From an optimization exercise on the open Yosys and OpenROAD flow, aimed at small area; shortcuts taken in it are not production practice. Where RTL was checked, it was by simulation tests only, not by an equivalence proof against the original. Function not checked in runs 3 and 4: the RTL went through the layout flow alone. Power is estimated from default activity; no workload was simulated.

### design/flow/config.mk
export PLATFORM = sky130hd
export DESIGN_NAME = Main_Piano_VGA
export DESIGN_NICKNAME = Main_Piano_VGA
export VERILOG_FILES = /design/flow/design.v
export SDC_FILE = /design/flow/constraint.sdc
export NUM_CORES = 4
export LEC_CHECK = 0
export CAP_MARGIN = 20
export CORE_MARGIN = 2
export CORE_UTILIZATION = 60
export CTS_BUF_LIST = sky130_fd_sc_hd__clkbuf_4
export CTS_CLUSTER_SIZE = 20
export SLEW_MARGIN = 20
### design/flow/constraint.sdc
create_clock -name core_clock -period 20.0 [get_ports {clock}]
set_input_delay 4.0000 -clock core_clock [delete_from_list [all_inputs] [get_ports {clock}]]
set_output_delay 4.0000 -clock core_clock [all_outputs]
set_load 0.01 [all_outputs]
### design/flow/design.v
`timescale 1ns / 1ps
module ROM(
    input [4:0] address,
    output reg [5:0] data
    );
	always @(*)
	begin
		case(address)
			0: data = 6'b100000;
			1: data = 6'b100011;
			2: data = 6'b101001;
			3: data = 6'b110000;
			4: data = 6'b111010;
			5: data = 6'b111010;
			6: data = 6'b111010;
			7: data = 6'b111111;
			8: data = 6'b111111;
			9: data = 6'b111111;
			10: data = 6'b111010;
			11: data = 6'b111010;
			12: data = 6'b110000;
			13: data = 6'b101001;
			14: data = 6'b100100;
			15: data = 6'b011110;
			16: data = 6'b010110;
			17: data = 6'b010010;
			18: data = 6'b001100;
			19: data = 6'b001000;
			20: data = 6'b000100;
			21: data = 6'b000100;
			22: data = 6'b000010;
			23: data = 6'b000010;
			24: data = 6'b000010;
			25: data = 6'b000100;
			26: data = 6'b001100;
			27: data = 6'b010010;
			28: data = 6'b010110;
			29: data = 6'b110000;
			30: data = 6'b111110;
			31: data = 6'b100010;
			default: data = 6'b000000;
		endcase
	end
endmodule
`timescale 1ns / 1ps
module Clk_Div #(
	parameter W = 4,
	parameter [W-1:0] TAPS = 0,
	parameter [W-1:0] S0 = 1,
	parameter [W-1:0] TERM = 0,
	parameter [W-1:0] MASK = 0,
	parameter FULL = 0
	)(
	input clk,
	input reset,
	output tick
	);
	reg [W-1:0] s;
	assign tick = ((s ^ TERM) & MASK) == {W{1'b0}};
	wire fb = ^(s & TAPS);
	always @(posedge clk)
		if (reset || (FULL == 0 && tick))
			s <= S0;
		else
			s <= {s[W-2:0], fb};
endmodule
`timescale 1ns / 1ps
module MainSound(
    input clk,
    input reset,
    input [5:0] teclas,
    input t2,
    output [5:0] sample
    );
	reg [3:0] p16;
	always @(posedge clk)
		if (reset) p16 <= 4'd0;
		else p16 <= p16 + {3'd0, t2};
	wire t8 = t2 & p16[0] & p16[1];
	wire t16 = t8 & p16[2];
	wire t32 = t16 & p16[3];
	wire t3;
	Clk_Div #(.W(2), .TAPS(2'd3), .S0(2'd1), .TERM(2'd2), .MASK(2'd1), .FULL(1)) c3(.clk(clk), .reset(reset), .tick(t3));
	wire t5;
	Clk_Div #(.W(3), .TAPS(3'd5), .S0(3'd1), .TERM(3'd5), .MASK(3'd6), .FULL(0)) c5(.clk(clk), .reset(reset), .tick(t5));
	wire t7;
	Clk_Div #(.W(3), .TAPS(3'd5), .S0(3'd1), .TERM(3'd4), .MASK(3'd3), .FULL(1)) c7(.clk(clk), .reset(reset), .tick(t7));
	wire t11;
	Clk_Div #(.W(4), .TAPS(4'd9), .S0(4'd1), .TERM(4'd12), .MASK(4'd3), .FULL(0)) c11(.clk(clk), .reset(reset), .tick(t11));
	wire t13;
	Clk_Div #(.W(4), .TAPS(4'd9), .S0(4'd1), .TERM(4'd2), .MASK(4'd13), .FULL(0)) c13(.clk(clk), .reset(reset), .tick(t13));
	wire t17;
	Clk_Div #(.W(5), .TAPS(5'd18), .S0(5'd23), .TERM(5'd6), .MASK(5'd25), .FULL(0)) c17(.clk(clk), .reset(reset), .tick(t17));
	wire t31;
	Clk_Div #(.W(5), .TAPS(5'd18), .S0(5'd1), .TERM(5'd16), .MASK(5'd15), .FULL(1)) c31(.clk(clk), .reset(reset), .tick(t31));
	wire t37;
	Clk_Div #(.W(6), .TAPS(6'd33), .S0(6'd1), .TERM(6'd56), .MASK(6'd7), .FULL(0)) c37(.clk(clk), .reset(reset), .tick(t37));
	wire t43;
	Clk_Div #(.W(6), .TAPS(6'd33), .S0(6'd62), .TERM(6'd10), .MASK(6'd53), .FULL(0)) c43(.clk(clk), .reset(reset), .tick(t43));
	wire t83;
	Clk_Div #(.W(7), .TAPS(7'd65), .S0(7'd41), .TERM(7'd34), .MASK(7'd85), .FULL(0)) c83(.clk(clk), .reset(reset), .tick(t83));
	wire t113;
	Clk_Div #(.W(7), .TAPS(7'd65), .S0(7'd1), .TERM(7'd80), .MASK(7'd47), .FULL(0)) c113(.clk(clk), .reset(reset), .tick(t113));
	wire t127;
	Clk_Div #(.W(7), .TAPS(7'd65), .S0(7'd1), .TERM(7'd64), .MASK(7'd63), .FULL(1)) c127(.clk(clk), .reset(reset), .tick(t127));
	wire t157;
	Clk_Div #(.W(8), .TAPS(8'd195), .S0(8'd215), .TERM(8'd188), .MASK(8'd79), .FULL(0)) c157(.clk(clk), .reset(reset), .tick(t157));
	wire t269;
	Clk_Div #(.W(9), .TAPS(9'd264), .S0(9'd2), .TERM(9'd470), .MASK(9'd175), .FULL(0)) c269(.clk(clk), .reset(reset), .tick(t269));
	wire t353;
	Clk_Div #(.W(9), .TAPS(9'd264), .S0(9'd285), .TERM(9'd305), .MASK(9'd207), .FULL(0)) c353(.clk(clk), .reset(reset), .tick(t353));
	wire t359;
	Clk_Div #(.W(9), .TAPS(9'd264), .S0(9'd100), .TERM(9'd305), .MASK(9'd207), .FULL(0)) c359(.clk(clk), .reset(reset), .tick(t359));
	wire t383;
	Clk_Div #(.W(9), .TAPS(9'd264), .S0(9'd34), .TERM(9'd102), .MASK(9'd491), .FULL(0)) c383(.clk(clk), .reset(reset), .tick(t383));
	wire t419;
	Clk_Div #(.W(9), .TAPS(9'd264), .S0(9'd347), .TERM(9'd20), .MASK(9'd491), .FULL(0)) c419(.clk(clk), .reset(reset), .tick(t419));
	wire t499;
	Clk_Div #(.W(9), .TAPS(9'd264), .S0(9'd8), .TERM(9'd272), .MASK(9'd239), .FULL(0)) c499(.clk(clk), .reset(reset), .tick(t499));
	wire t529;
	Clk_Div #(.W(10), .TAPS(10'd516), .S0(10'd233), .TERM(10'd641), .MASK(10'd311), .FULL(0)) c529(.clk(clk), .reset(reset), .tick(t529));
	wire t593;
	Clk_Div #(.W(10), .TAPS(10'd516), .S0(10'd699), .TERM(10'd641), .MASK(10'd311), .FULL(0)) c593(.clk(clk), .reset(reset), .tick(t593));
	wire t839;
	Clk_Div #(.W(10), .TAPS(10'd516), .S0(10'd380), .TERM(10'd40), .MASK(10'd983), .FULL(0)) c839(.clk(clk), .reset(reset), .tick(t839));
	wire t1999;
	Clk_Div #(.W(11), .TAPS(11'd1026), .S0(11'd21), .TERM(11'd1028), .MASK(11'd1019), .FULL(0)) c1999(.clk(clk), .reset(reset), .tick(t1999));
	wire t2239;
	Clk_Div #(.W(12), .TAPS(12'd2179), .S0(12'd3062), .TERM(12'd154), .MASK(12'd2549), .FULL(0)) c2239(.clk(clk), .reset(reset), .tick(t2239));
	reg [1:0] q9;
	wire l9 = q9[1];
	wire t9 = t3 & l9;
	always @(posedge clk)
		if (reset | t9) q9 <= 2'd0;
		else q9 <= q9 + {1'd0, t3};
	reg [8:0] q2375;
	wire l2375 = q2375[1] & q2375[3] & q2375[4] & q2375[6] & q2375[7] & q2375[8];
	wire t2375 = t5 & l2375;
	always @(posedge clk)
		if (reset | t2375) q2375 <= 9'd0;
		else q2375 <= q2375 + {8'd0, t5};
	reg [6:0] q1331;
	wire l1331 = q1331[3] & q1331[4] & q1331[5] & q1331[6];
	wire t1331 = t11 & l1331;
	always @(posedge clk)
		if (reset | t1331) q1331 <= 7'd0;
		else q1331 <= q1331 + {6'd0, t11};
	reg [31:0] o;
	wire d0 = t2 & t3 & t499;   
	wire d1 = t499;   
	wire d2 = t529;   
	wire d3 = t16 & t5 & t7;   
	wire d4 = t593;   
	wire d5 = t17 & t37;   
	wire d6 = t2 & t9 & t37;   
	wire d7 = t2 & t353;   
	wire d8 = t9 & t83;   
	wire d9 = t8 & t9 & t11;   
	wire d10 = t839;   
	wire d11 = t8 & t3 & t37;   
	wire d12 = t2 & t3 & t157;   
	wire d13 = t2 & t499;   
	wire d14 = t2 & t529;   
	wire d15 = t32 & t5 & t7;   
	wire d16 = t2 & t593;   
	wire d17 = t3 & t419;   
	wire d18 = t1331;   
	wire d19 = t17 & t83;   
	wire d20 = t2 & t9 & t83;   
	wire d21 = t2 & t7 & t113;   
	wire d22 = t3 & t13 & t43;   
	wire d23 = t16 & t3 & t37;   
	wire d24 = t7 & t269;   
	wire d25 = t1999;   
	wire d26 = t2 & t3 & t383;   
	wire d27 = t2239;   
	wire d28 = t2375;   
	wire d29 = t7 & t359;   
	wire d30 = t3 & t7 & t127;   
	wire d31 = t7 & t13 & t31;   
	always @(posedge clk)
		if (reset) o <= 32'd0;
		else o <= o ^ {d31, d30, d29, d28, d27, d26, d25, d24, d23, d22, d21, d20, d19, d18, d17, d16, d15, d14, d13, d12, d11, d10, d9, d8, d7, d6, d5, d4, d3, d2, d1, d0};
	reg [5:0] sel_q;
	wire take = ~teclas[5] | (teclas[4:0] == 5'd0);
	wire [5:0] s = take ? teclas : sel_q;
	reg lvl;
	wire lvl_n = (s == 6'd0) ? lvl : o[s[4:0]];
	wire step = lvl_n & ~lvl;
	reg [4:0] addr;
	reg played;
	wire [5:0] rom_q;
	ROM samples_rom(addr, rom_q);
	assign sample = played ? rom_q : 6'd0;
	always @(posedge clk)
		if (reset)
		begin
			sel_q <= 6'd0;
			lvl <= 1'b0;
			addr <= 5'd31;
			played <= 1'b0;
		end
		else
		begin
			sel_q <= s;
			lvl <= lvl_n;
			if (step)
			begin
				addr <= addr + 5'd1;
				played <= 1'b1;
			end
		end
endmodule
`timescale 1ns / 1ps
module Logica_VGA(
	input clock,
	input reset,
	input [5:0] tecla,
	output [2:0] RGB,
	output H_sync,
	output V_sync,
	output t2
	);
	reg [6:0] r2;
	reg [4:0] q;
	reg [9:0] V_count;
	reg pressed;
	wire qlast = q[4] & q[2];                                    
	wire rwrap = qlast ? (r2[5] & r2[2] & r2[1] & r2[0])         
	                   : (r2[6] & r2[3] & r2[2] & r2[0]);        
	wire [6:0] r2_n = rwrap ? 7'd0 : r2 + 7'd1;
	wire [4:0] q_n = rwrap ? (qlast ? 5'd0 : q + 5'd1) : q;
	wire vinc = qlast & (r2[3:0] == 4'hF) & ~r2[4];              
	wire vlast = V_count[9] & V_count[3] & V_count[2];           
	wire valid = tecla[5] ? (tecla[4:0] == 5'd0) : (tecla[4:0] != 5'd0);
	wire [4:0] ti = tecla[4:0] - 5'd1;
	wire lower = V_count[9] | V_count[8] | (V_count[7:4] == 4'hF);  
	wire match = valid & (q_n[3:0] == ti[3:0]) & (ti[4] == lower);
	always @(posedge clock)
		if (reset)
		begin
			r2 <= 7'd17;
			q <= 5'd20;
			V_count <= 10'd0;
			pressed <= 1'b0;
		end
		else
		begin
			r2 <= r2_n;
			q <= q_n;
			if (vinc)
				V_count <= vlast ? 10'd0 : V_count + 10'd1;
			if (r2[0])
				pressed <= match;
		end
	wire rows = (V_count > 12 && V_count <= 228) || (V_count > 252 && V_count <= 468);
	wire lit = ~q[4] & ~r2[6] & rows;
	assign RGB = {lit, lit & ~pressed, lit};
	assign H_sync = ~((q == 5'd16 && r2 >= 7'd40) || q == 5'd17 || (q == 5'd18 && r2 < 7'd76));
	assign V_sync = ~(V_count[9:1] == 9'd245);
	assign t2 = ~r2[0];
endmodule
`timescale 1ns / 1ps
module Piano_VGA(
	input clk50mhz,
	input reset,
	input [5:0] tecla,
	output [2:0] RGB,
	output H_sync,
	output V_sync,
	output t2
	);
	Logica_VGA vga_logic (clk50mhz, reset, tecla, RGB, H_sync, V_sync, t2);
endmodule
`timescale 1ns / 1ps
module Main_Piano_VGA(
	input clock,
	input reset,
	input [5:0] teclas,
	output H_sync,
	output V_sync,
	output [2:0]RGB,
	output [5:0]sound4
	);
	wire t2;
	Piano_VGA vga(clock, reset, teclas, RGB, H_sync, V_sync, t2);
	MainSound sound(clock, reset, teclas, t2, sound4);
endmodule
### design/flow/run.sh
#!/bin/bash
# synth_recipe.tcl (not shown) runs the flow's synth.tcl, then flattens the netlist and writes it again
# the make line also repeats each setting of config.mk as NAME=value (left out here)
make -C /OpenROAD-flow-scripts/flow DESIGN_CONFIG=/design/flow/config.mk WORK_HOME=/design/flow/orfs CLKGATE_MAP_FILE= SYNTH_SCRIPT=/design/flow/synth_recipe.tcl finish
==> impl_results.md, run 1 <==
- Synth warnings: 27
- Post-Synth Simple-Gate Area: 0.242
- Antenna viol nets, final: 0
- Adder-Cell Fraction of Synth Area: 0.0347
- PnR worst setup slack: 11320 ps
- Worst min-delay path class: flop to flop
- Slew HR: 0.355
- Ports: 19
- Tcrit/Tclk final: 0.434
- Post-synth EDFFs: 0
- Fmax: around 0.12 GHz
- Max-cap violations: 0
- Largest net degree at the start of global routing: 95
- Hold Buf Count CTS: 0
- Clk buf depth: 3
- Post-DP HPWL: between 10 and 15 mm
- Core footprint: ~0.017 mm2
- Global route overflow: 0
- Vias in the first global route: 6881
- Starting DRT DRC Count: 318
- Post-synthesis mux area share: 0.0344
- Vias post-DR: 6911
- Resize count post-CTS: 0
- Clk Tree Root Cell: clkbuf_4
- Port bufs: 18
- Maximum fanout along the worst path: 14
- Total power: 1130 uW
- Routed len/inst: 13.7 um
- Global-route wire length before repair: approximately 31 mm
- Htree depth: 3
- Final setup viols: 0
- Kind of end point of the critical path: flop
- Drt pass-1 iters: 4
- Status: complete, no violations
- CTS tree: done
- CP required: 20500 ps
- Ys async rst share: 0
- Post-Synth XOR/XNOR Area: 0.0780
- Sum Neg Setup Slack: 0 ps
- Die W: 134 um
- Synth Area in Compound Gates: 0.0501
- Clk slew on worst S/H paths: 60 ps
- Synthesized flop and latch total: 270
- Synth area leaders: dfxtp_1 (53%), nor2_1 (4.5%), nor2b_1 (4.2%), xnor2_1 (3.9%), xor2_1 (3.9%)
- RePlAce Congestion: 0.872
- Main combinational cell family by area after synthesis: simple AND/OR/NAND/NOR gates
- Worst setup SP type: input pin
- PwrDens: 101 mW/mm2
- Synth top area share: 0.535
- Layout cells sized above 1: 0.114
- Via density: approximately 5.2
- CP Data Arrival Time: slightly above 9000 ps
- Pre-CTS worst setup slack: 10690 ps
- Tmin final: 8680 ps
- Final Hold Fails: 0
- Cell taking the most area after synthesis: dfxtp_1
- Clk_skew: ~23 ps
- Critical path class: input pin to flop
- Sequential share of the synthesized area: 0.535
- Final wirelength: ~18 mm
- Clk latency of the worst-skew pair: 640 ps
- Post-Synthesis Cell Area: 0.0101 mm2
- Row cnt: 47
- DRC: 0
- Synth cell types: 70
- Full die area: roughly 0.018 mm2
- Mapped Cells: about 1000
- Die Ht: 134 um
- Worst-margin pin slew: 958 ps
- Max Slew Vio Count: 0
- LEAKAGE: approximately 0.0045 uW
- Gr usage total: 0.211
- Most frequent cell after synthesis: dfxtp_1
- Starting Density: 0.612
- Layout Area Growth over Synthesis: 10.7%
- Avg Cell Area, Syn: 10.0 um2
- Fin Hold WS: roughly 390 ps
- CTS Sinks: 270
- Synth top cells by count: dfxtp_1 (270), nor2_1 (120), nor2b_1 (68)
- Post-CTS setup buffer count: 0
- Layout Nets: ~1100
- Initial antenna violation count: 1
- Synthesized Nets: approximately 1000
- Primary FF master, synth: dfxtp_1
- Peak VDD IR: 0.0695 mV
- Num CTS Buffers: 71
- RSZ-0062 raised after global routing: no
-- cell usage in the layout, fill, tap and decap left out, types with 13 or more instances in the layout --
cell             synthesis  routed
clkbuf_4                 0      94
nor2b_1                 68      68
mux2i_1                 13      13
nand2b_1                36      36
a21oi_1                 22      22
xor2_1                  45      45
nor4_1                  17      17
nand2_1                 62      62
nand3_1                 25      25
nor3_1                  21      21
dfxtp_1                270     270
and2_1                  40      40
clkdlybuf4s50_1          0      17
xnor2_1                 45      45
nor2_1                 120     120
inv_1                   24      24
ha_1                    28      28
or3_1                   24      24
-- path summary, 6_finish.rpt --
| kind | endpoint | startpoint | slack, ps | depth (start not counted) |
|---|---|---|---|---|
| worst max-delay path | sound.rom_q[1] | teclas[0] | 11320 | 16 |
| worst min-delay path | sound.c43.s[2] | sound.c43.s[1] | 390 | 1 |
| worst max register to register | sound.rom_q[1] | sound.sel_q[0] | 16150 | 11 |
| worst min register to register | sound.c43.s[2] | sound.c43.s[1] | 390 | 1 |
-- through the flow --
| stage | std cells | util | cell area [um2] |
|---|---|---|---|
| floorplan | 1010 | - | 10100 |
| global placement | 1214 | 0.630 | 10400 |
| detailed placement | 1214 | 0.630 | 10400 |
| CTS | 1323 | 0.677 | 11200 |
| global route | 1324 | 0.677 | 11200 |
| finish | 1324 | 0.677 | 11200 |
-- power by group --
part | internal (uW) | switching (uW) | leakage (uW)
Combinational | 52.8 | 63.6 | 0.00178
Sequential | 574 | 20.1 | 0.00222
Clock | 216 | 206 | 0.000459
-- flip-flops by register name, indices dropped and copies added, names as in the netlist, 10 cells and up --
name,flops
sound.o,32
sound.c2239.s,12
sound.c1999.s,11
sound.c529.s,10
sound.c593.s,10
sound.c839.s,10
vga.vga_logic.V_count,10
-- cell type report --
type                    instances  area (um2)
flip-flops and latches        270        5410
clock buffers                  94         706
well taps                     220         275
repair buffers                 19         185
inverters                      27         101
clock inverters                15        68.8
multi-input cells             678        4440
diodes                          1        2.50
fillers                      1291        5340
-- cell families (layout without fill, tap and decap cells) --
| group | count (synthesis) | after routing |
|---|---|---|
| multiplexers | 24 | 24 |
| AO/OA/AOI/OAI | 73 | 73 |
| other | 0 | 1 |
| buffers and inverters | 62 | 155 |
| XOR/XNOR | 90 | 90 |
| adder cells (fa/ha/maj) | 28 | 28 |
| flip-flops | 270 | 270 |
| AND/OR/NAND/NOR | 463 | 463 |
-- per-layer routing --
metal,share of wire,track usage,routed length (um),up-vias
met5,0,0,0,-
met4,0.022,0.0928,398,0
met3,0.041,0.0556,750,40
met2,0.48,0.343,8600,124
met1,0.46,0.265,8330,3236
li1,-,-,-,3511
-- critical path, stage by stage --
cell	delay (ps)
clkdlybuf4s50_1	610
inv_1	130
ha_1	210
nand3b_1	80
ha_1	610
mux2i_4	620
mux4_2	590
a21oi_2	240
a2111oi_4	110
o21ai_2	480
nor3_1	120
a21oi_1	450
inv_1	220
ha_1	270
o311ai_1	310
o211ai_1	130
==> run 2, diff against run 1 <==
--- a/design/flow/config.mk
+++ b/design/flow/config.mk
@@ -8,6 +8,4 @@
 export CAP_MARGIN = 20
 export CORE_MARGIN = 2
-export CORE_UTILIZATION = 60
-export CTS_BUF_LIST = sky130_fd_sc_hd__clkbuf_4
-export CTS_CLUSTER_SIZE = 20
+export CORE_UTILIZATION = 40
 export SLEW_MARGIN = 20
==> run 2 against run 1 <==
  * Total power increased by 7.9%
  * Largest power group unchanged
  * Non-clock buffer count is the same
  * Cell count is 3.9% higher
  * Still clean on timing, DRC and antenna
  * Routed wire length shrank 6.5%
==> impl_results.md, run 2 <==
- Commonest non-fill, non-tap cells in the layout: dfxtp_1 (270), nor2_1 (120), nor2b_1 (68)
- Num CTS Buffers: 28
- Max-cap violations: 0
- Clk Tree Root Cell: clkbuf_16
- Starting Density: 0.405
- Core footprint: approximately 0.025 mm2
- DRC: 0
- Largest net degree at the start of global routing: 111
- Hold wc startpoint: sound.c2239.s[3]
- Tcrit/Tclk final: 0.437
- Hold EP: sound.c2239.s[4]
- Die W: approximately 160 um
- Synth warnings: 27
- Initial antenna violation count: 0
- Full die area: 0.0266 mm2
- Layout cells sized above 1: 0.0699
- RSZ-0062 raised after global routing: no
- Resize count post-CTS: 0
- Synth area leaders: dfxtp_1 (53%), nor2_1 (4.5%), nor2b_1 (4.2%), xnor2_1 (3.9%), xor2_1 (3.9%)
- Port bufs: 18
- Post-layout util: 0.460
- Layout Nets: 1060
- Layout Area Growth over Synthesis: 13.7%
- Critical path class: input pin to flop
- Avg Cell Area, Syn: 10.0 um2
- Worst setup SP type: input pin
- Die Ht: 163 um
- Worst reg2reg path depth: 9
- Final wirelength: 16.9 mm
- Slew HR: 0.392
- Clk slew on worst S/H paths: around 60 ps
- PnR worst setup slack: 11260 ps
- RePlAce Congestion: between 0.7 and 0.8
- Most frequent cell after synthesis: dfxtp_1
- Htree depth: 1
- Post-DP HPWL: 11.0 mm
- LEAKAGE: 0.00447 uW
- Post-synth EDFFs: 0
- Cell taking the most area after synthesis: dfxtp_1
- Routed len/inst: around 12 um
- Kind of end point of the critical path: flop
- Final setup viols: 0
- CTS Sinks: 270
- Tmin final: just under 9000 ps
- Pre-CTS worst setup slack: 10670 ps
- Commonest non-fill, non-tap cell in the layout: dfxtp_1
- Global route overflow: 0
- Crit Reg-Reg Startpoint: sound.sel_q[0]
- CP required: ~20000 ps
- Max FFs per register: 32
- Sum Neg Setup Slack: 0 ps
- Inserted Diodes: 0
- Clk_skew: around 7.5 ps
- FILL cells: 2357
- Maximum fanout along the worst path: 14
- Hold Path Depth: 1
- Synthesized flop and latch total: 270
- Peak VDD IR: ~0.063 mV
- Ys async rst share: 0
- Reg2reg end: sound.rom_q[2]
- Post-CTS setup buffer count: 0
- Synth top cells by count: dfxtp_1 (270), nor2_1 (120), nor2b_1 (68)
- Row cnt: 58
- CP Data Arrival Time: 9170 ps
- Vias in the first global route: 6134
- Final Hold Fails: 0
- Synth top area share: 0.535
- Worst-margin pin slew: around 900 ps
- Hold Buf Count CTS: 0
- Largest regs: sound.o x32, sound.c2239.s x12, sound.c1999.s x11
- Clk latency of the worst-skew pair: roughly 530 ps
- Primary FF master, synth: dfxtp_1
- Synthesized Nets: 1046
- Max Slew Vio Count: 0
- Ports: 19
- Clk buf depth: 3
- Mapped Cells: 1010
- Fmax: 0.114 GHz
- Largest register by flop count: sound.o
- Reg2reg setup slack: 16220 ps
- Worst min-delay path class: flop to flop
- Starting DRT DRC Count: 425
- Synth cell types: 70
- PwrDens: ~110 mW/mm2
- Post-Synthesis Cell Area: 0.0101 mm2
- CTS tree: done
- Sequential share of the synthesized area: 0.535
- Vias post-DR: 6510
- Status: complete, no violations
- Gr usage total: 0.131
- Drt pass-1 iters: 4
- Antenna viol nets, final: 0
- Via density: approximately 4.7
- Global-route wire length before repair: 29.3 mm
## run 2: cell counts after synthesis
Identical to the previous run, type by type.
## run 2: how the worst max path moves through the flow
stage | startpoint | to | slack [ps]
after floorplan | teclas[0] | sound.rom_q[2] | 12410
after global placement | teclas[0] | sound.rom_q[2] | 10820
after detailed placement | teclas[0] | sound.rom_q[2] | 10670
after CTS | teclas[0] | sound.rom_q[2] | 11240
after global routing | teclas[0] | sound.rom_q[1] | 10830
final | teclas[0] | sound.rom_q[2] | 11260
## run 2: stage by stage
step | power (uW) | hold WS, ps | cell area, um2 | instances
finish | 1220 | 405 | 11500 | 1375
global route | 1280 | 420 | 11500 | 1375
CTS | 1240 | 407 | 11500 | 1375
detailed placement | 719 | 392 | 10500 | 1324
global placement | 716 | 388 | 10500 | 1324
floorplan | 691 | 386 | 10100 | 1010
## run 2: cells by family after synthesis
kind of cell	after synthesis	share of synthesized area
fa+ha+maj	28	0.0347
buf+inv	62	0.0258
xor+xnor	90	0.0780
simple gates	463	0.242
flops	270	0.535
compound gates	73	0.0501
mux	24	0.0344
## run 2: final cells by class
cell class	count	area [um2]	area share
clock buffer	42	865	0.0752
clock inverter	9	76.3	0.00664
inverter	27	101	0.00882
multi-input combinational	678	4440	0.386
sequential	270	5410	0.470
tap	330	413	0.0359
timing repair buffer	19	189	0.0164
## run 2: metal layers
| layer | global-route usage | share of wire | up-vias |
|---|---|---|---|
| met4 | 0.0366 | 0.019 | 0 |
| met5 | 0 | 0 | - |
| met1 | 0.186 | 0.52 | 3025 |
| li1 | - | - | 3399 |
| met2 | 0.203 | 0.42 | 57 |
| met3 | 0.0250 | 0.035 | 29 |
## run 2: worst max-delay path, stage by stage
cell	delay, ps
clkdlybuf4s50_1	610
inv_1	130
ha_1	220
nand3b_1	80
ha_1	610
mux2i_4	610
mux4_2	600
a21oi_2	240
a2111oi_4	110
o21ai_2	460
mux2i_1	570
ha_1	380
a2111o_1	370
and3_1	180
## run 2: where the power goes
group / total, uW / internal (uW) / switching, uW
sequential: 593 / 574 / 19.2
combinational: 114 / 52.6 / 60.9
clock: 515 / 310 / 205
==> run 3, diff against run 2 <==
--- a/design/flow/design.v
+++ b/design/flow/design.v
@@ -224,5 +224,6 @@
 	reg [6:0] r2;
 	reg [4:0] q;
-	reg [9:0] V_count;
+	reg [1:0] m;
+	reg [7:0] l;
 	reg pressed;
 	wire qlast = q[4] & q[2];                                    
@@ -232,9 +233,12 @@
 	wire [4:0] q_n = rwrap ? (qlast ? 5'd0 : q + 5'd1) : q;
 	wire vinc = qlast & (r2[3:0] == 4'hF) & ~r2[4];              
-	wire vlast = V_count[9] & V_count[3] & V_count[2];           
+	wire lwrap = m[1] ? (l[5] & l[3] & l[2])                     
+	                  : (l[7] & l[6] & l[5] & l[3] & l[2] & l[1] & l[0]);  
 	wire valid = tecla[5] ? (tecla[4:0] == 5'd0) : (tecla[4:0] != 5'd0);
 	wire [4:0] ti = tecla[4:0] - 5'd1;
-	wire lower = V_count[9] | V_count[8] | (V_count[7:4] == 4'hF);  
-	wire match = valid & (q_n[3:0] == ti[3:0]) & (ti[4] == lower);
+	wire match = valid & (q_n[3:0] == ti[3:0]) & (ti[4] == m[0]);
+	always @(posedge clock)
+		if (r2[0])
+			pressed <= match;
 	always @(posedge clock)
 		if (reset)
@@ -242,6 +246,6 @@
 			r2 <= 7'd17;
 			q <= 5'd20;
-			V_count <= 10'd0;
-			pressed <= 1'b0;
+			m <= 2'd2;
+			l <= 8'd32;
 		end
 		else
@@ -250,13 +254,15 @@
 			q <= q_n;
 			if (vinc)
-				V_count <= vlast ? 10'd0 : V_count + 10'd1;
-			if (r2[0])
-				pressed <= match;
-		end
-	wire rows = (V_count > 12 && V_count <= 228) || (V_count > 252 && V_count <= 468);
+			begin
+				l <= lwrap ? 8'd0 : l + 8'd1;
+				if (lwrap)
+					m <= m[1] ? 2'd0 : m + 2'd1;
+			end
+		end
+	wire rows = ~m[1] & ~(l[7] & l[6] & (l[5] | (l[4] & l[3])));   
 	wire lit = ~q[4] & ~r2[6] & rows;
 	assign RGB = {lit, lit & ~pressed, lit};
 	assign H_sync = ~((q == 5'd16 && r2 >= 7'd40) || q == 5'd17 || (q == 5'd18 && r2 < 7'd76));
-	assign V_sync = ~(V_count[9:1] == 9'd245);
+	assign V_sync = ~(m[0] & (l == 8'd237 || l == 8'd238));       
 	assign t2 = ~r2[0];
 endmodule
--- a/design/flow/config.mk
+++ b/design/flow/config.mk
@@ -9,3 +9,6 @@
 export CORE_MARGIN = 2
 export CORE_UTILIZATION = 40
+export CTS_BUF_LIST = sky130_fd_sc_hd__clkbuf_16
+export CTS_CLUSTER_DIAMETER = 60
+export CTS_CLUSTER_SIZE = 30
 export SLEW_MARGIN = 20
==> run 3 against run 2 <==
  * Hold slack worse by 14 ps
  * Cell area is 3.2% lower
  * Cell count decreased by 2.9%
  * Die area down 1.2%
  * Core utilization shrank 0.41 points
  * Clock skew up 14 ps
  * Global-route usage fell by 0.18 points
  * Sequential share of layout area grew 1.6 points
  * Non-clock buffer count is 2 higher
  * Synthesized cell count decreased by 2.3%
  * Fmax decreased by 0.36%
  * Via count is 3.0% lower
  * Highest routed layer unchanged
==> impl_results.md, run 3 <==
- FILL cells: ~2300
- Core footprint: 0.0244 mm2
- RePlAce Congestion: 0.788
- Gr usage total: 0.129
- Fmax: 0.114 GHz
- Clk Tree Root Cell: clkbuf_16
- Vias in the first global route: roughly 6000
- Post-CTS setup buffer count: 0
- Commonest non-fill, non-tap cells in the layout: dfxtp_1 (269), nor2_1 (115), nand2_1 (76)
- Tmin final: 8780 ps
- Clk_skew: 21.9 ps
- Starting Density: 0.409
- RSZ-0062 raised after global routing: no
- Routed len/inst: 12.5 um
- Die Ht: 162 um
- Maximum fanout along the worst path: 17
- Final wirelength: approximately 17 mm
- Primary FF master, synth: dfxtp_1
- Clk slew on worst S/H paths: roughly 90 ps
- CP required: 20390 ps
- CP Data Arrival Time: between 9000 and 10000 ps
- Hold Buf Count CTS: 0
- PwrDens: 101 mW/mm2
- Layout Area Growth over Synthesis: 11.5%
- Inserted Diodes: 0
- Synth warnings: 27
- Post-synth EDFFs: 1
- Peak VDD IR: 0.0558 mV
- Slew HR: 0.306
- Initial antenna violation count: 0
- Largest net degree at the start of global routing: 71
- Htree depth: 1
- Worst-margin pin slew: 1030 ps
- Final Hold Fails: 0
- Global-route wire length before repair: 28.8 mm
- Kind of end point of the critical path: flop
- Synthesized Nets: 1024
- Most frequent cell after synthesis: dfxtp_1
- Layout cells sized above 1: 0.0663
- Post-DP HPWL: 11.1 mm
- Num CTS Buffers: 19
- CTS tree: done
- Global route overflow: 0
- Synth top cells by count: dfxtp_1 (269), nor2_1 (115), nand2_1 (76)
- Max-cap violations: 0
- Vias post-DR: 6312
- Tcrit/Tclk final: 0.439
- Seq. cell area: 0.00542 mm2
- Row cnt: 57
- Synth cell types: 67
- Largest register by flop count: sound.o
- Max Slew Vio Count: 0
- Avg Cell Area, Syn: 10.1 um2
- DRC: 0
- LEAKAGE: 0.00433 uW
- Ports: 19
- Final setup viols: 0
- Synthesized flop and latch total: 270
- Post-Synthesis Cell Area: between 0.009 and 0.01 mm2
- Clk latency of the worst-skew pair: 510 ps
- Full die area: 0.0262 mm2
- Critical path class: input pin to flop
- Starting DRT DRC Count: 420
- Commonest non-fill, non-tap cell in the layout: dfxtp_1
- Drt pass-1 iters: 4
- Largest regs: sound.o x32, sound.c2239.s x12, sound.c1999.s x11
- Worst setup SP type: input pin
- Antenna viol nets, final: 0
- Mapped Cells: between 900 and 1000
- Clk buf depth: 3
- Die W: 162 um
- Worst min-delay path class: flop to flop
- Sum Neg Setup Slack: 0 ps
- Via density: 4.73
- Synth top area share: 0.540
- Post-layout util: 0.456
- Resize count post-CTS: 0
- Port bufs: 18
- Layout Nets: ~1000
- CTS Sinks: 270
- Sequential share of the synthesized area: 0.543
- Synth area leaders: dfxtp_1 (54%), nor2_1 (4.3%), xnor2_1 (4.1%), nor2b_1 (4.1%), xor2_1 (3.7%)
- Cell taking the most area after synthesis: dfxtp_1
- Ys async rst share: 0
- Status: complete, no violations
- Area of the multi-input gates: 0.00434 mm2
- Max FFs per register: 32
-- run 3: changes by cell type after synthesis, moves of 4 or more --
cell / previous run / this run
mux2_2: 2 / 6
nand4_1: 11 / 5
nor2_1: 120 / 115
a21o_1: 4 / 0
nand2b_1: 36 / 30
nand2_1: 62 / 76
and3_1: 3 / 14
-- run 3: cell type report --
cell class | count | area share
Clock buffer | 19 | 0.0427
Multi-Input combinational cell | 665 | 0.390
Timing Repair Buffer | 21 | 0.0180
Inverter | 22 | 0.00787
Clock inverter | 14 | 0.0183
Tap cell | 324 | 0.0364
Sequential cell | 270 | 0.487
-- run 3: logic make-up (layout without fill, tap and decap cells) --
family | after synthesis | after routing | share of synthesized area
xor+xnor | 89 | 89 | 0.0781
compound gates | 59 | 59 | 0.0410
flops | 270 | 270 | 0.543
simple gates | 462 | 462 | 0.243
buf+inv | 52 | 76 | 0.0228
mux | 26 | 26 | 0.0361
fa+ha+maj | 29 | 29 | 0.0364
-- run 3: path summary, 6_finish.rpt --
check	slack (ps)	end	start	cells past startpoint
max	11220	sound.rom_q[4]	teclas[0]	15
min	390	sound.c2239.s[11]	sound.c2239.s[10]	1
max reg2reg	16070	sound.rom_q[4]	sound.sel_q[0]	10
min reg2reg	390	sound.c2239.s[11]	sound.c2239.s[10]	1
-- run 3: critical path, stage by stage --
cell and delay (ps):
clkdlybuf4s50_1 560, inv_1 90, ha_1 200, nand3b_1 80, ha_1 600, mux2i_2 770
mux4_1 390, nor2_1 50, or4_4 590, a211oi_4 370, mux2i_1 550, inv_1 210
ha_1 250, a22o_1 210, mux2_2 260
-- run 3: power by group --
group          internal (uW)  switching, uW  leakage, uW
clock network            194            219     0.000325
registers                574           19.2      0.00223
logic                   57.4           61.3      0.00178
-- run 3: stage by stage --
| stage | power, uW | setup slack [ps] | cells | instance area [um2] | hold slack (ps) |
|---|---|---|---|---|---|
| finish | 1130 | 11220 | 1335 | 11100 | 391 |
| global route | 1180 | 10880 | 1335 | 11100 | 426 |
| CTS | 1140 | 11250 | 1335 | 11100 | 387 |
| detailed placement | 724 | 10740 | 1302 | 10400 | 394 |
| global placement | 723 | 10830 | 1302 | 10400 | 390 |
| floorplan | 696 | 12370 | 987 | 9980 | 386 |
-- run 3: per-layer routing --
metal / wire length [um] / global-route usage / share of wire / vias up
li1: - / - / - / 3288
met1: 8810 / 0.187 / 0.53 / 2953
met2: 7150 / 0.201 / 0.43 / 46
met3: 422 / 0.0217 / 0.025 / 25
met4: 328 / 0.0310 / 0.020 / 0
met5: 0 / 0 / 0 / -
==> run 4, diff against run 3 <==
--- a/design/flow/config.mk
+++ b/design/flow/config.mk
@@ -9,6 +9,6 @@
 export CORE_MARGIN = 2
 export CORE_UTILIZATION = 40
-export CTS_BUF_LIST = sky130_fd_sc_hd__clkbuf_16
-export CTS_CLUSTER_DIAMETER = 60
-export CTS_CLUSTER_SIZE = 30
+export CTS_BUF_LIST = sky130_fd_sc_hd__clkbuf_8
+export CTS_CLUSTER_DIAMETER = 50
+export CTS_CLUSTER_SIZE = 16
 export SLEW_MARGIN = 20
==> run 4 against run 3 <==
  * Still clean on timing, DRC and antenna
  * Core utilization shrank 0.30 points
  * First-iteration DRC count is 9.0% lower
  * Combinational power hardly changed
  * Critical path depth up 3
  * Clock-buffer cell count up 11
  * Register-to-register slack better by 30 ps
  * Setup slack gained 90 ps
  * Area after synthesis unchanged
  * Die area unchanged
  * Clock skew grew 20 ps
  * Largest power group unchanged
  * Highest routed layer unchanged
==> impl_results.md, run 4 <==
- CP required: 20440 ps
- Avg Cell Area, Syn: 10.1 um2
- Largest register by flop count: sound.o
- Tcrit/Tclk final: 0.434
- Synthesized flop and latch total: 270
- Largest regs: sound.o x32, sound.c2239.s x12, sound.c1999.s x11
- Fmax: 0.115 GHz
- Ports: 19
- Synth warnings: 27
- Worst min-delay path class: flop to flop
- Post-layout util: 0.453
- Int Power: 796 uW
- Clk_skew: 42.3 ps
- PwrDens: approximately 98 mW/mm2
- DRC: 0
- Layout cells sized above 1: 0.0780
- Worst reg2reg path depth: 13
- Worst setup SP type: input pin
- Area of the multi-input gates: 0.00434 mm2
- Largest net degree at the start of global routing: just over 70
- CTS Sinks: 270
- Sum Neg Setup Slack: 0 ps
- Antenna viol nets, final: 0
- Synth cell types: 67
- Clk latency of the worst-skew pair: 580 ps
- Die W: 162 um
- Max FFs per register: 32
- Synth top cells by count: dfxtp_1 (269), nor2_1 (115), nand2_1 (76)
- Max-cap violations: 0
- Reg2reg end: sound.rom_q[4]
- Hold Path Depth: 1
- Starting Density: 0.409
- Switch Pwr: 287 uW
- Slew HR: 0.314
- Reg power frac: 0.547
- Post-synth EDFFs: 1
- Reg2reg setup slack: 16100 ps
- Cell taking the most area after synthesis: dfxtp_1
- Drt pass-1 iters: 4
- Peak VDD IR: 0.0583 mV
- Placed insts: about 1300
- Final instance area: 0.0111 mm2
- Layout Area Growth over Synthesis: 10.8%
- Routed len/inst: 12.4 um
- Vias in the first global route: 6021
- Status: complete, no violations
- Placed instance area: 0.0104 mm2
- Finished Layout Cells: 1350
- Post-DP HPWL: 11.1 mm
- FILL cells: 2351
- RePlAce Congestion: 0.788
- Crit Reg-Reg Startpoint: sound.sel_q[0]
- CTS tree: done
- Commonest non-fill, non-tap cell in the layout: dfxtp_1
- Vias post-DR: 6360
- Htree depth: 1
- Clock share of power: 0.344
- Starting DRT DRC Count: between 300 and 400
- Core footprint: 0.0244 mm2
- Synth top area share: 0.540
- Worst path slowest cell: mux2i_2
- Clk Tree Root Cell: clkbuf_8
- Critical path origin: teclas[0]
- Global route overflow: 0
- Cell breakdown of the critical path: clkdlybuf4s50_1, inv_1, ha_1, nand3b_1, ha_1, mux2i_2, mux4_1, nor2_1, or4_4, a211oi_4, xor2_1, nor2_1, inv_1, ha_1, inv_1, a21oi_1, a22o_1, mux2_2
- Layout Nets: 1046
- Critical path class: input pin to flop
- Sequential share of the synthesized area: 0.543
- Gr usage total: 0.129
- Most frequent cell after synthesis: dfxtp_1
- Commonest non-fill, non-tap cells in the layout: dfxtp_1 (269), nor2_1 (115), nand2_1 (76)
- Seq. cell area: 0.00542 mm2
- Port bufs: 18
- Post-Synthesis Cell Area: ~0.01 mm2
- Kind of end point of the critical path: flop
- Initial antenna violation count: 0
- Global-route wire length before repair: 28.8 mm
- Ys async rst share: 0
- Inserted Diodes: 0
- Clk buf depth: 3
- Mapped Cells: between 900 and 1000
- Primary FF master, synth: dfxtp_1
- Post-CTS setup buffer count: 0
- Switching share of power: 0.265
- Tmin final: 8690 ps
- Worst-margin pin slew: 1020 ps
- Hold Buf Count CTS: 0
- LEAKAGE: 0.00432 uW
- RSZ-0062 raised after global routing: no
- CP Data Arrival Time: 9130 ps
- Row cnt: 57
- PnR worst setup slack: 11310 ps
- Logic pwr share: 0.109
- Synth area leaders: dfxtp_1 (54%), nor2_1 (4.3%), xnor2_1 (4.1%), nor2b_1 (4.1%), xor2_1 (3.7%)
- Pre-CTS worst setup slack: approximately 11000 ps
- Final Hold Fails: 0
- Final wirelength: 16.7 mm
- Max Slew Vio Count: 0
- Die Ht: 162 um
- Resize count post-CTS: 0
- Via density: 4.71
- Full die area: 0.0262 mm2
- Synthesized Nets: between 1000 and 1500
- Num CTS Buffers: 28
- Clk slew on worst S/H paths: around 90 ps
- Maximum fanout along the worst path: 17
- Final setup viols: 0
- Max stage delay on crit path: about 730 ps
- Worst setup endpoint: sound.rom_q[4]
-- run 4: metal layers --
| layer | global-route usage | vias to the layer above | share of wire |
|---|---|---|---|
| li1 | - | 3310 | - |
| met1 | 0.188 | 2967 | 0.53 |
| met2 | 0.197 | 56 | 0.42 |
| met3 | 0.0230 | 27 | 0.027 |
| met4 | 0.0354 | 0 | 0.021 |
| met5 | 0 | - | 0 |
-- run 4: worst min-delay path by stage --
stage                                 start  slack [ps]                end
after detailed placement  sound.c2239.s[10]         390  sound.c2239.s[11]
after CTS                 sound.c2239.s[10]         380  sound.c2239.s[11]
final                     sound.c2239.s[10]         380  sound.c2239.s[11]
after global placement    sound.c2239.s[10]         390  sound.c2239.s[11]
after floorplan           sound.c2239.s[10]         390  sound.c2239.s[11]
after global routing        sound.c419.s[2]         400    sound.c419.s[3]
-- run 4: power by group through the flow --
stage | registers (uW) | clock network [uW] | logic, uW
6_report | 593 | 372 | 118
5_1_grt | 598 | 408 | 133
4_1_cts | 594 | 388 | 119
3_5_place_dp | 605 | 0 | 119
3_3_place_gp | 606 | 0 | 116
2_1_floorplan | 599 | 0 | 97.6
-- run 4: cells by family after synthesis --
kind of cell,count (synthesis),share of synthesized area
AND/OR/NAND/NOR,462,0.243
flip-flops,270,0.543
XOR/XNOR,89,0.0781
AO/OA/AOI/OAI,59,0.0410
buffers and inverters,52,0.0228
adder cells (fa/ha/maj),29,0.0364
multiplexers,26,0.0361
-- run 4: area by class of cell --
type                       count  share of cell area
inverter                      22             0.00792
tap                          324              0.0367
clock buffer                  30              0.0374
clock inverter                17              0.0172
timing repair buffer          22              0.0188
multi-input combinational    665               0.392
sequential                   270               0.490
-- run 4: per-stage QoR --
step | total power, uW | hold WS (ps)
2_1_floorplan | 696 | 386
5_1_grt | 1140 | 402
3_5_place_dp | 724 | 394
4_1_cts | 1100 | 382
6_report | 1080 | 380
3_3_place_gp | 723 | 390
-- run 4: critical path: cells and delay by family --
| family | cells | cell delay (ps) |
|---|---|---|
| compound gates | 3 | 640 |
| xor+xnor | 1 | 120 |
| fa+ha+maj | 3 | 1070 |
| buf+inv | 4 | 890 |
| mux | 3 | 1380 |
| simple gates | 4 | 1020 |

port drivers added, routing unchanged:
The flow's constraints put no driver on any port. The routed layouts listed below were extracted and timed again, unchanged, in two steps.
Step 1: set_driving_cell puts a clkbuf_16 on clock and a buf_2 on each other input, an assumption about the parent block.
Step 2 moves the port delays by t, midway between the first and last clock arrival at a register: inputs arrive t later, outputs are due t later. That takes back most of the time a late clock gives input paths.
Slacks: no drivers / after step 1 / after step 2; pairs: no drivers / after step 1.
run | t, ns | setup WS [ns] | worst hold slack (ns) | worst register clock-pin slew, ns
run 1 | 0.664 | 11.316 / 11.322 / 10.658 | 0.395 / 0.395 / 0.395 | 0.07 / 0.07
run 2 | 0.569 | 11.255 / 11.275 / 10.705 | 0.405 / 0.405 / 0.405 | 0.06 / 0.06
run 3 | 0.542 | 11.224 / 11.218 / 10.676 | 0.391 / 0.391 / 0.391 | 0.10 / 0.10
run 4 | 0.593 | 11.314 / 11.304 / 10.710 | 0.380 / 0.380 / 0.380 | 0.10 / 0.10
After both steps every run listed still meets setup and hold. For run 1, which loses most, drivers alone change the setup slack by +0.006 ns; drivers and shift together by -0.658 ns.
